This is an optimization exercise on Yosys and OpenROAD, whose aim is small area, a short achievable clock period and few clock cycles, not a production implementation. At most, simulation tests tie the RTL to the original design; equivalence was not proved. Power is estimated from default activity; no workload was simulated.

== rev 12 ==
// chip
module chip #(
    parameter int IN_BYTES  = 7,
    parameter int OUT_BYTES = 6
)(
    input wire clk,
    input wire rst_n,
    input wire in_valid,
    output reg in_ready,
    input  wire [7:0] in_data,
    output reg out_valid,
    input wire out_ready,
    output reg [7:0] out_data
);
    function automatic [7:0] crc8_upd(input [7:0] c, input [7:0] b);
        reg [7:0] t;
        integer i;
        begin
            t = c ^ b;
            for (i = 0; i < 8; i = i + 1)
                t = t[7] ? ((t << 1) ^ 8'h07) : (t << 1);
            crc8_upd = t;
        end
    endfunction
    function automatic [3:0] lshift10(input [9:0] v);
        integer j;
        begin
            lshift10 = 4'd9;
            for (j = 0; j < 10; j = j + 1)
                if (v[j]) lshift10 = 4'd9 - j[3:0];
        end
    endfunction
    reg [2:0] icnt;      
    reg [7:0] din;       
    reg       acc_r;     
    reg [7:0] P;         
    reg       sg;        
    reg       dv;        
    reg       dfirst;    
    reg [9:0] S;         
    reg [7:0] Y;         
    reg [7:0] Z;         
    reg [7:0] crc_i;     
    reg       pok;       
    reg       full;      
    localparam [2:0] O_LOAD = 3'd0, O_B0 = 3'd1, O_B1 = 3'd2, O_B2 = 3'd3,
                     O_B3 = 3'd4, O_B4 = 3'd5, O_B5 = 3'd6, O_IDLE = 3'd7;
    reg [2:0] ost;
    reg       lat;       
    reg [3:0] m;         
    reg       ok;
    reg [7:0] crc_o;     
    wire accept = in_valid & in_ready;
    wire ovalid = (ost != O_LOAD) && (ost != O_IDLE);    
    wire fire   = ovalid & out_ready;
    wire k0   = (icnt == 3'd1);
    wire k1   = (icnt == 3'd2);
  ...
==> module chip, before the edit <==
module chip #(
    parameter int IN_BYTES  = 7,
    parameter int OUT_BYTES = 6
)(
    input wire clk,
    input wire rst_n,
    input wire in_valid,
    output reg in_ready,
    input  wire [7:0] in_data,
    output reg out_valid,
    input wire out_ready,
    output reg [7:0] out_data
);
    function automatic [7:0] crc8_upd(input [7:0] c, input [7:0] b);
        reg [7:0] t;
        integer i;
        begin
            t = c ^ b;
            for (i = 0; i < 8; i = i + 1)
                t = t[7] ? ((t << 1) ^ 8'h07) : (t << 1);
            crc8_upd = t;
        end
    endfunction
    function automatic [3:0] lshift10(input [9:0] v);
        integer j;
        begin
            lshift10 = 4'd9;
            for (j = 0; j < 10; j = j + 1)
                if (v[j]) lshift10 = 4'd9 - j[3:0];
        end
    endfunction
    reg [2:0] icnt;      
    reg [7:0] din;       
    reg       acc_r;     
    reg [7:0] P;         
    reg       sg;        
    reg       dv;        
    reg       dfirst;    
    reg [9:0] S;         
    reg [7:0] Y;         
    reg [7:0] Z;         
    reg [7:0] crc_i;     
    reg       pok;       
    reg       full;      
    localparam [2:0] O_LOAD = 3'd0, O_B0 = 3'd1, O_B1 = 3'd2, O_B2 = 3'd3,
                     O_B3 = 3'd4, O_B4 = 3'd5, O_B5 = 3'd6, O_IDLE = 3'd7;
    reg [2:0] ost;
    reg       lat;       
    reg [3:0] m;         
    reg       ok;
    reg [7:0] crc_o;     
    wire accept = in_valid & in_ready;
    wire ovalid = (ost != O_LOAD) && (ost != O_IDLE);    
    wire fire   = ovalid & out_ready;
    wire k0   = (icnt == 3'd1);
    wire k1   = (icnt == 3'd2);
    wire k4   = (icnt == 3'd5);
    wire k5   = (icnt == 3'd6);
    wire k6   = (icnt == 3'd0);
    wire kodd = (icnt == 3'd2) || (icnt == 3'd4) || (icnt == 3'd6);
    wire       zpair = k5;
    wire [8:0] tsum  = {P[7], P} + {~din[7], ~din} + {8'd0, ~zpair};
    wire [8:0] dnew  = tsum ^ {9{zpair}};
    wire [9:0] s_base = dfirst ? 10'd0 : S;
    wire [9:0] s_new  = s_base + {2'b00, P ^ {8{sg}}} + {9'd0, sg};
    wire [7:0] crc_i_new = crc8_upd(k0 ? 8'h00 : crc_i, din);
    wire       proc6     = acc_r && k6;
    wire ost_end  = ost[2] & ost[1];                        
    wire latch_ok = full && !lat && ost_end;
    wire go       = (lat || latch_ok) && (ost == O_IDLE || (ost == O_B5 && out_ready));
    wire       use_z = ~ost[2] & ost[1];                    
    wire       hi    = ~ost[2] & ~ost[0];                   
    wire [7:0] v     = use_z ? Z : Y;
    wire [17:0] lres = {8'd0, v[7], v[7], v} << m;
    wire [7:0]  vbyte = ~ok ? 8'h00 : hi ? {{7{v[7]}}, lres[9]} : lres[8:1];
    wire [7:0]  crc_o_new = crc8_upd((ost == O_LOAD) ? 8'h00 : crc_o, vbyte);
    wire [2:0] icnt_inc = (icnt == 3'd6) ? 3'd0 : icnt + 3'd1;
    wire [2:0] icnt_n   = accept ? icnt_inc : icnt;
    wire       full_n   = (full & ~latch_ok) | proc6;
    wire       lat_n    = (lat | latch_ok) & ~go;
    wire [2:0] ost_n    = go ? O_LOAD : (ost == O_LOAD || fire) ? ost + 3'd1 : ost;
    wire on_byte  = (icnt == 3'd1) || (icnt == 3'd4) || (icnt == 3'd6);    
    wire pre_byte = (icnt == 3'd0) || (icnt == 3'd3) || (icnt == 3'd5);    
    wire t1 = (icnt == 3'd0) || (icnt == 3'd1);
    wire t4 = (icnt == 3'd3) || (icnt == 3'd4);
    wire       go0    = (lat || latch_ok) && (ost == O_IDLE);
    wire       go1    = (lat || latch_ok) && ost_end;
    wire       lat_n0 = (lat | latch_ok) & ~go0;
    wire       lat_n1 = (lat | latch_ok) & ~go1;
    wire [2:0] ost_n0 = go0 ? O_LOAD : (ost == O_LOAD) ? O_B0 : ost;
    wire [2:0] ost_n1 = go1 ? O_LOAD : (ost == O_LOAD || ovalid) ? ost + 3'd1 : ost;
    function automatic cond(input ty1, input ty4, input fl, input lt, input [2:0] os);
        if (ty1)      cond = ~fl | (~lt & os[2] & os[1]);    
        else if (ty4) cond = ~lt & (os[2] | os[1]);           
        else          cond = ~lt & os[2];                     
    endfunction
    wire c0 = cond(t1, t4, full_n, lat_n0, ost_n0);
    wire c1 = cond(t1, t4, full_n, lat_n1, ost_n1);
    wire c  = out_ready ? c1 : c0;
    wire ready_n = c | ~(on_byte | pre_byte) | (on_byte & accept) | (pre_byte & ~accept);
    always @(posedge clk) begin
        din <= in_data;
        if (!rst_n) begin
            icnt      <= 3'd0;
            acc_r     <= 1'b0;
            dv        <= 1'b0;
            full      <= 1'b0;
            lat       <= 1'b0;
            ost       <= O_IDLE;
            out_valid <= 1'b0;
            in_ready  <= 1'b1;
        end else begin
            icnt     <= icnt_n;
            acc_r    <= accept;
            full     <= full_n;
            lat      <= lat_n;
            ost      <= ost_n;
            in_ready <= ready_n;
            dv       <= acc_r & kodd;
            if (ost == O_LOAD) out_valid <= 1'b1;
            else if (fire && ost == O_B5) out_valid <= 1'b0;
        end
        if (acc_r) begin
            crc_i <= crc_i_new;
            if (k6) pok <= (crc_i_new == 8'h00);
            if (kodd) begin
                P      <= dnew[7:0];
                sg     <= dnew[8];
                dfirst <= k1;
            end else begin
                P      <= din;
            end
            if (k4) Y <= P;
            if (k6) Z <= P;
        end
        if (dv) S <= s_new;
        if (latch_ok) begin
            m  <= lshift10(S);
            ok <= pok;
        end
        if (ost == O_LOAD) begin
            out_data <= vbyte;
            crc_o    <= crc_o_new;
        end else if (fire) begin
            case (ost)
                O_B0, O_B1, O_B2: out_data <= vbyte;
                O_B3:             out_data <= crc_o;
                O_B4:             out_data <= ok ? 8'h01 : 8'h02;
                default:          ;
            endcase
            if (ost == O_B0 || ost == O_B1 || ost == O_B2) crc_o <= crc_o_new;
        end
    end
endmodule
==> flow/config.mk <==
export PLATFORM = sky130hd
export DESIGN_NAME = chip
export DESIGN_NICKNAME = chip
export VERILOG_FILES = /design/flow/design.v
export SDC_FILE = /design/flow/constraint.sdc
export NUM_CORES = 4
export LEC_CHECK = 0
export CAP_MARGIN = 20
export CORE_MARGIN = 2
export CORE_UTILIZATION = 65
export CTS_BUF_LIST = sky130_fd_sc_hd__clkbuf_4 sky130_fd_sc_hd__clkbuf_8
export PLACE_DENSITY = 0.75
export SLEW_MARGIN = 20
==> flow/constraint.sdc <==
create_clock -name core_clock -period 10.0 [get_ports {clk}]
set_input_delay 2.0000 -clock core_clock [delete_from_list [all_inputs] [get_ports {clk}]]
set_output_delay 2.0000 -clock core_clock [all_outputs]
set_load 0.01 [all_outputs]
standard.sh (not shown) runs the stock make flow with config.mk's settings and CLKGATE_MAP_FILE= SYNTH_SCRIPT=/design/flow/synth_recipe.tcl, a recipe that flattens the netlist after the stock synthesis.
==> flow/flow/run.sh <==
#!/bin/bash
# Standard ORFS layout (the standard.sh: unchanged synthesis, floorplan,
# power grid, placement, CTS and routing) with a tighter setup target for the
# timing repair steps, so that the resizer also shortens paths that already
# meet the 10 ns clock. The constraints (constraint.sdc) are not changed.
# make's full output goes to standard_make.log; each ORFS step keeps its own
# log under orfs/logs/.
set -euo pipefail
bash standard.sh SETUP_SLACK_MARGIN=7.0 "BUFFER_PORTS_ARGS=-buffer_cell sky130_fd_sc_hd__buf_1" "CTS_ARGS=-sink_clustering_enable -repair_clock_nets -dont_use_dummy_load -buf_list {sky130_fd_sc_hd__clkbuf_4 sky130_fd_sc_hd__clkbuf_8}" finish > standard_make.log 2>&1
Rev 12: done, clean on timing, DRC and antenna
What rev 13 does differently from rev 12 at the input level:
--- a/flow/design.v
+++ b/flow/design.v
@@ -20,14 +20,14 @@
                 t = t[7] ? ((t << 1) ^ 8'h07) : (t << 1);
             crc8_upd = t;
         end
     endfunction
-    function automatic [3:0] lshift10(input [9:0] v);
+    function automatic [3:0] msb10(input [9:0] v);
         integer j;
         begin
-            lshift10 = 4'd9;
+            msb10 = 0;
             for (j = 0; j < 10; j = j + 1)
-                if (v[j]) lshift10 = 4'd9 - j[3:0];
+                if (v[j]) msb10 = j[3:0];
         end
     endfunction
     reg [2:0] icnt;      
     reg [7:0] din;       
@@ -45,9 +45,9 @@
     localparam [2:0] O_LOAD = 3'd0, O_B0 = 3'd1, O_B1 = 3'd2, O_B2 = 3'd3,
                      O_B3 = 3'd4, O_B4 = 3'd5, O_B5 = 3'd6, O_IDLE = 3'd7;
     reg [2:0] ost;
     reg       lat;       
-    reg [3:0] m;         
+    reg [3:0] sh;
     reg       ok;
     reg [7:0] crc_o;     
     wire accept = in_valid & in_ready;
     wire ovalid = (ost != O_LOAD) && (ost != O_IDLE);    
@@ -70,10 +70,12 @@
     wire go       = (lat || latch_ok) && (ost == O_IDLE || (ost == O_B5 && out_ready));
     wire       use_z = ~ost[2] & ost[1];                    
     wire       hi    = ~ost[2] & ~ost[0];                   
     wire [7:0] v     = use_z ? Z : Y;
-    wire [17:0] lres = {8'd0, v[7], v[7], v} << m;
-    wire [7:0]  vbyte = ~ok ? 8'h00 : hi ? {{7{v[7]}}, lres[9]} : lres[8:1];
+    wire [16:0] lsrc = {v[7], v, 8'h00};
+    wire [16:0] lres = lsrc >> sh;
+    wire        hbit = (sh[3] | (sh[2:0] == 3'd7)) ? v[7] : v[sh[2:0]];
+    wire [7:0]  vbyte = ~ok ? 8'h00 : hi ? {{7{v[7]}}, hbit} : lres[7:0];
     wire [7:0]  crc_o_new = crc8_upd((ost == O_LOAD) ? 8'h00 : crc_o, vbyte);
     wire [2:0] icnt_inc = (icnt == 3'd6) ? 3'd0 : icnt + 3'd1;
     wire [2:0] icnt_n   = accept ? icnt_inc : icnt;
     wire       full_n   = (full & ~latch_ok) | proc6;
@@ -124,19 +126,19 @@
             crc_i <= crc_i_new;
             if (k6) pok <= (crc_i_new == 8'h00);
             if (kodd) begin
                 P      <= dnew[7:0];
-                sg     <= dnew[8];
-                dfirst <= k1;
             end else begin
                 P      <= din;
             end
             if (k4) Y <= P;
             if (k6) Z <= P;
         end
+        sg     <= dnew[8];
+        dfirst <= k1;
         if (dv) S <= s_new;
         if (latch_ok) begin
-            m  <= lshift10(S);
+            sh <= msb10(S);
             ok <= pok;
         end
         if (ost == O_LOAD) begin
             out_data <= vbyte;
Findings:
- Rev 12 -> rev 13: power drawn by the sequential cells increased slightly
- Going from rev 12 to rev 13, via density per instance picked up an extra 1.0%; global-route track usage on met1 picked up an extra 3.9 points.
- Going from rev 12 to rev 13, detailed route wirelength on metal2 grows by about 1.9%.
- Compared with rev 12, rev 13 shows a higher layout overhead on the synthesized area.
- After detailed routing, rev 12 needs less wire than rev 13.
- The run with more setup slack is rev 13; rev 12 has less.
No run of this note included a check of the RTL's function; only the layout flow was run.

The RTL this note starts from:
==> flow/design.v <==
module chip #(
    parameter int IN_BYTES  = 7,
    parameter int OUT_BYTES = 6
)(
    input wire clk,
    input wire rst_n,
    input wire in_valid,
    output reg in_ready,
    input  wire [7:0] in_data,
    output reg out_valid,
    input wire out_ready,
    output reg [7:0] out_data
);
    function automatic [7:0] crc8_upd(input [7:0] c, input [7:0] b);
        reg [7:0] t;
        integer i;
        begin
            t = c ^ b;
            for (i = 0; i < 8; i = i + 1)
                t = t[7] ? ((t << 1) ^ 8'h07) : (t << 1);
            crc8_upd = t;
        end
    endfunction
    function automatic [3:0] msb10(input [9:0] v);
        integer j;
        begin
            msb10 = 0;
            for (j = 0; j < 10; j = j + 1)
                if (v[j]) msb10 = j[3:0];
        end
    endfunction
    reg [2:0] icnt;      
    reg [7:0] din;       
    reg       acc_r;     
    reg [7:0] P;         
    reg       sg;        
    reg       dv;        
    reg       dfirst;    
    reg [9:0] S;         
    reg [7:0] Y;         
    reg [7:0] Z;         
    reg [7:0] crc_i;     
    reg       pok;       
    reg       full;      
    localparam [2:0] O_LOAD = 3'd0, O_B0 = 3'd1, O_B1 = 3'd2, O_B2 = 3'd3,
                     O_B3 = 3'd4, O_B4 = 3'd5, O_B5 = 3'd6, O_IDLE = 3'd7;
    reg [2:0] ost;
    reg       lat;       
    reg [3:0] sh;
    reg       ok;
    reg [7:0] crc_o;     
    wire accept = in_valid & in_ready;
    wire ovalid = (ost != O_LOAD) && (ost != O_IDLE);    
    wire fire   = ovalid & out_ready;
    wire k0   = (icnt == 3'd1);
    wire k1   = (icnt == 3'd2);
    wire k4   = (icnt == 3'd5);
    wire k5   = (icnt == 3'd6);
    wire k6   = (icnt == 3'd0);
    wire kodd = (icnt == 3'd2) || (icnt == 3'd4) || (icnt == 3'd6);
    wire       zpair = k5;
    wire [8:0] tsum  = {P[7], P} + {~din[7], ~din} + {8'd0, ~zpair};
    wire [8:0] dnew  = tsum ^ {9{zpair}};
    wire [9:0] s_base = dfirst ? 10'd0 : S;
    wire [9:0] s_new  = s_base + {2'b00, P ^ {8{sg}}} + {9'd0, sg};
    wire [7:0] crc_i_new = crc8_upd(k0 ? 8'h00 : crc_i, din);
    wire       proc6     = acc_r && k6;
    wire ost_end  = ost[2] & ost[1];                        
    wire latch_ok = full && !lat && ost_end;
    wire go       = (lat || latch_ok) && (ost == O_IDLE || (ost == O_B5 && out_ready));
    wire       use_z = ~ost[2] & ost[1];                    
    wire       hi    = ~ost[2] & ~ost[0];                   
    wire [7:0] v     = use_z ? Z : Y;
    wire [16:0] lsrc = {v[7], v, 8'h00};
    wire [16:0] lres = lsrc >> sh;
    wire        hbit = (sh[3] | (sh[2:0] == 3'd7)) ? v[7] : v[sh[2:0]];
    wire [7:0]  vbyte = ~ok ? 8'h00 : hi ? {{7{v[7]}}, hbit} : lres[7:0];
    wire [7:0]  crc_o_new = crc8_upd((ost == O_LOAD) ? 8'h00 : crc_o, vbyte);
    wire [2:0] icnt_inc = (icnt == 3'd6) ? 3'd0 : icnt + 3'd1;
    wire [2:0] icnt_n   = accept ? icnt_inc : icnt;
    wire       full_n   = (full & ~latch_ok) | proc6;
    wire       lat_n    = (lat | latch_ok) & ~go;
    wire [2:0] ost_n    = go ? O_LOAD : (ost == O_LOAD || fire) ? ost + 3'd1 : ost;
    wire on_byte  = (icnt == 3'd1) || (icnt == 3'd4) || (icnt == 3'd6);    
    wire pre_byte = (icnt == 3'd0) || (icnt == 3'd3) || (icnt == 3'd5);    
    wire t1 = (icnt == 3'd0) || (icnt == 3'd1);
    wire t4 = (icnt == 3'd3) || (icnt == 3'd4);
    wire       go0    = (lat || latch_ok) && (ost == O_IDLE);
    wire       go1    = (lat || latch_ok) && ost_end;
    wire       lat_n0 = (lat | latch_ok) & ~go0;
    wire       lat_n1 = (lat | latch_ok) & ~go1;
    wire [2:0] ost_n0 = go0 ? O_LOAD : (ost == O_LOAD) ? O_B0 : ost;
    wire [2:0] ost_n1 = go1 ? O_LOAD : (ost == O_LOAD || ovalid) ? ost + 3'd1 : ost;
    function automatic cond(input ty1, input ty4, input fl, input lt, input [2:0] os);
        if (ty1)      cond = ~fl | (~lt & os[2] & os[1]);    
        else if (ty4) cond = ~lt & (os[2] | os[1]);           
        else          cond = ~lt & os[2];                     
    endfunction
    wire c0 = cond(t1, t4, full_n, lat_n0, ost_n0);
    wire c1 = cond(t1, t4, full_n, lat_n1, ost_n1);
    wire c  = out_ready ? c1 : c0;
    wire ready_n = c | ~(on_byte | pre_byte) | (on_byte & accept) | (pre_byte & ~accept);
    always @(posedge clk) begin
        din <= in_data;
        if (!rst_n) begin
            icnt      <= 3'd0;
            acc_r     <= 1'b0;
            dv        <= 1'b0;
            full      <= 1'b0;
            lat       <= 1'b0;
            ost       <= O_IDLE;
            out_valid <= 1'b0;
            in_ready  <= 1'b1;
        end else begin
            icnt     <= icnt_n;
            acc_r    <= accept;
            full     <= full_n;
            lat      <= lat_n;
            ost      <= ost_n;
            in_ready <= ready_n;
            dv       <= acc_r & kodd;
            if (ost == O_LOAD) out_valid <= 1'b1;
            else if (fire && ost == O_B5) out_valid <= 1'b0;
        end
        if (acc_r) begin
            crc_i <= crc_i_new;
            if (k6) pok <= (crc_i_new == 8'h00);
            if (kodd) begin
                P      <= dnew[7:0];
                sg     <= dnew[8];
                dfirst <= k1;
            end else begin
                P      <= din;
            end
            if (k4) Y <= P;
            if (k6) Z <= P;
        end
        if (dv) S <= s_new;
        if (latch_ok) begin
            sh <= msb10(S);
            ok <= pok;
        end
        if (ost == O_LOAD) begin
            out_data <= vbyte;
            crc_o    <= crc_o_new;
        end else if (fire) begin
            case (ost)
                O_B0, O_B1, O_B2: out_data <= vbyte;
                O_B3:             out_data <= crc_o;
                O_B4:             out_data <= ok ? 8'h01 : 8'h02;
                default:          ;
            endcase
            if (ost == O_B0 || ost == O_B1 || ost == O_B2) crc_o <= crc_o_new;
        end
    end
endmodule
==> flow/config.mk <==
export PLATFORM = sky130hd
export DESIGN_NAME = chip
export DESIGN_NICKNAME = chip
export VERILOG_FILES = /design/flow/design.v
export SDC_FILE = /design/flow/constraint.sdc
export NUM_CORES = 4
export LEC_CHECK = 0
export CAP_MARGIN = 20
export CORE_MARGIN = 2
export CORE_UTILIZATION = 65
export CTS_BUF_LIST = sky130_fd_sc_hd__clkbuf_4 sky130_fd_sc_hd__clkbuf_8
export SLEW_MARGIN = 20
==> flow/constraint.sdc <==
create_clock -name core_clock -period 10.0 [get_ports {clk}]
set_input_delay 2.0000 -clock core_clock [delete_from_list [all_inputs] [get_ports {clk}]]
set_output_delay 2.0000 -clock core_clock [all_outputs]
set_load 0.01 [all_outputs]
==> flow/flow/run.sh <==
#!/bin/bash
# Standard ORFS layout (the standard.sh: unchanged synthesis, floorplan,
# power grid, placement, CTS and routing) with a tighter setup target for the
# timing repair steps, so that the resizer also shortens paths that already
# meet the 10 ns clock. The constraints (constraint.sdc) are not changed.
# make's full output goes to standard_make.log; each ORFS step keeps its own
# log under orfs/logs/.
set -euo pipefail
bash standard.sh SETUP_SLACK_MARGIN=7.0 finish > standard_make.log 2>&1
Testbench counts at the start, summed over its fixed seeds: cycles 2,760.
Then changed:
--- a/flow/design.v
+++ b/flow/design.v
@@ -75,7 +75,7 @@
     wire [16:0] lres = lsrc >> sh;
     wire        hbit = (sh[3] | (sh[2:0] == 3'd7)) ? v[7] : v[sh[2:0]];
     wire [7:0]  vbyte = ~ok ? 8'h00 : hi ? {{7{v[7]}}, hbit} : lres[7:0];
-    wire [7:0]  crc_o_new = crc8_upd((ost == O_LOAD) ? 8'h00 : crc_o, vbyte);
+    wire [7:0]  crc_o_new = crc8_upd((ost == O_B0) ? 8'h00 : crc_o, out_data);
     wire [2:0] icnt_inc = (icnt == 3'd6) ? 3'd0 : icnt + 3'd1;
     wire [2:0] icnt_n   = accept ? icnt_inc : icnt;
     wire       full_n   = (full & ~latch_ok) | proc6;
@@ -140,13 +140,11 @@
             sh <= msb10(S);
             ok <= pok;
         end
-        if (ost == O_LOAD) begin
-            out_data <= vbyte;
-            crc_o    <= crc_o_new;
-        end else if (fire) begin
+        if (ost == O_LOAD) out_data <= vbyte;
+        else if (fire) begin
             case (ost)
                 O_B0, O_B1, O_B2: out_data <= vbyte;
-                O_B3:             out_data <= crc_o;
+                O_B3:             out_data <= crc_o_new;
                 O_B4:             out_data <= ok ? 8'h01 : 8'h02;
                 default:          ;
             endcase
After rerunning:
- die area rises by a few percent
- sequential power rises slightly
- cell area rises slightly
- utilization falls by 0.24 points
- hold slack stays flat
No functional check of the RTL was part of the second run of this note.

==> port drivers added, routing unchanged <==
No port has a modelled driver above. Below, the same layouts with a new extraction and two added sets of constraints.
Step 1: set_driving_cell puts a clkbuf_16 on clk and a buf_2 on each other input, an assumption about the parent block.
Step 2 times the ports against the registers' clock, not the clock port: input delays grow and output delays shrink by t, the midpoint of the rising clock arrivals with the driver on.
a / b / c = ideal ports / drivers / drivers and shift; a / b = the first two.
run | t (ns) | slack for setup (ns) | worst hold slack (ns) | pins driven straight from the clock port
rev 12 | 0.379 | 7.098 / 7.095 / 6.731 | 0.430 / 0.430 / 0.430 | 1
rev 13 | 0.396 | 7.121 / 7.086 / 6.750 | 0.432 / 0.432 / 0.432 | 1
the first run of note 2 | 0.385 | 7.041 / 7.010 / 6.770 | 0.425 / 0.425 / 0.425 | 1
the second run of note 2 | 0.388 | 7.010 / 7.010 / 6.700 | 0.427 / 0.427 / 0.427 | 1
After both steps setup and hold are still met in every run listed. For rev 13, which loses most, drivers alone change the setup slack by -0.035 ns; drivers and shift together by -0.371 ns.
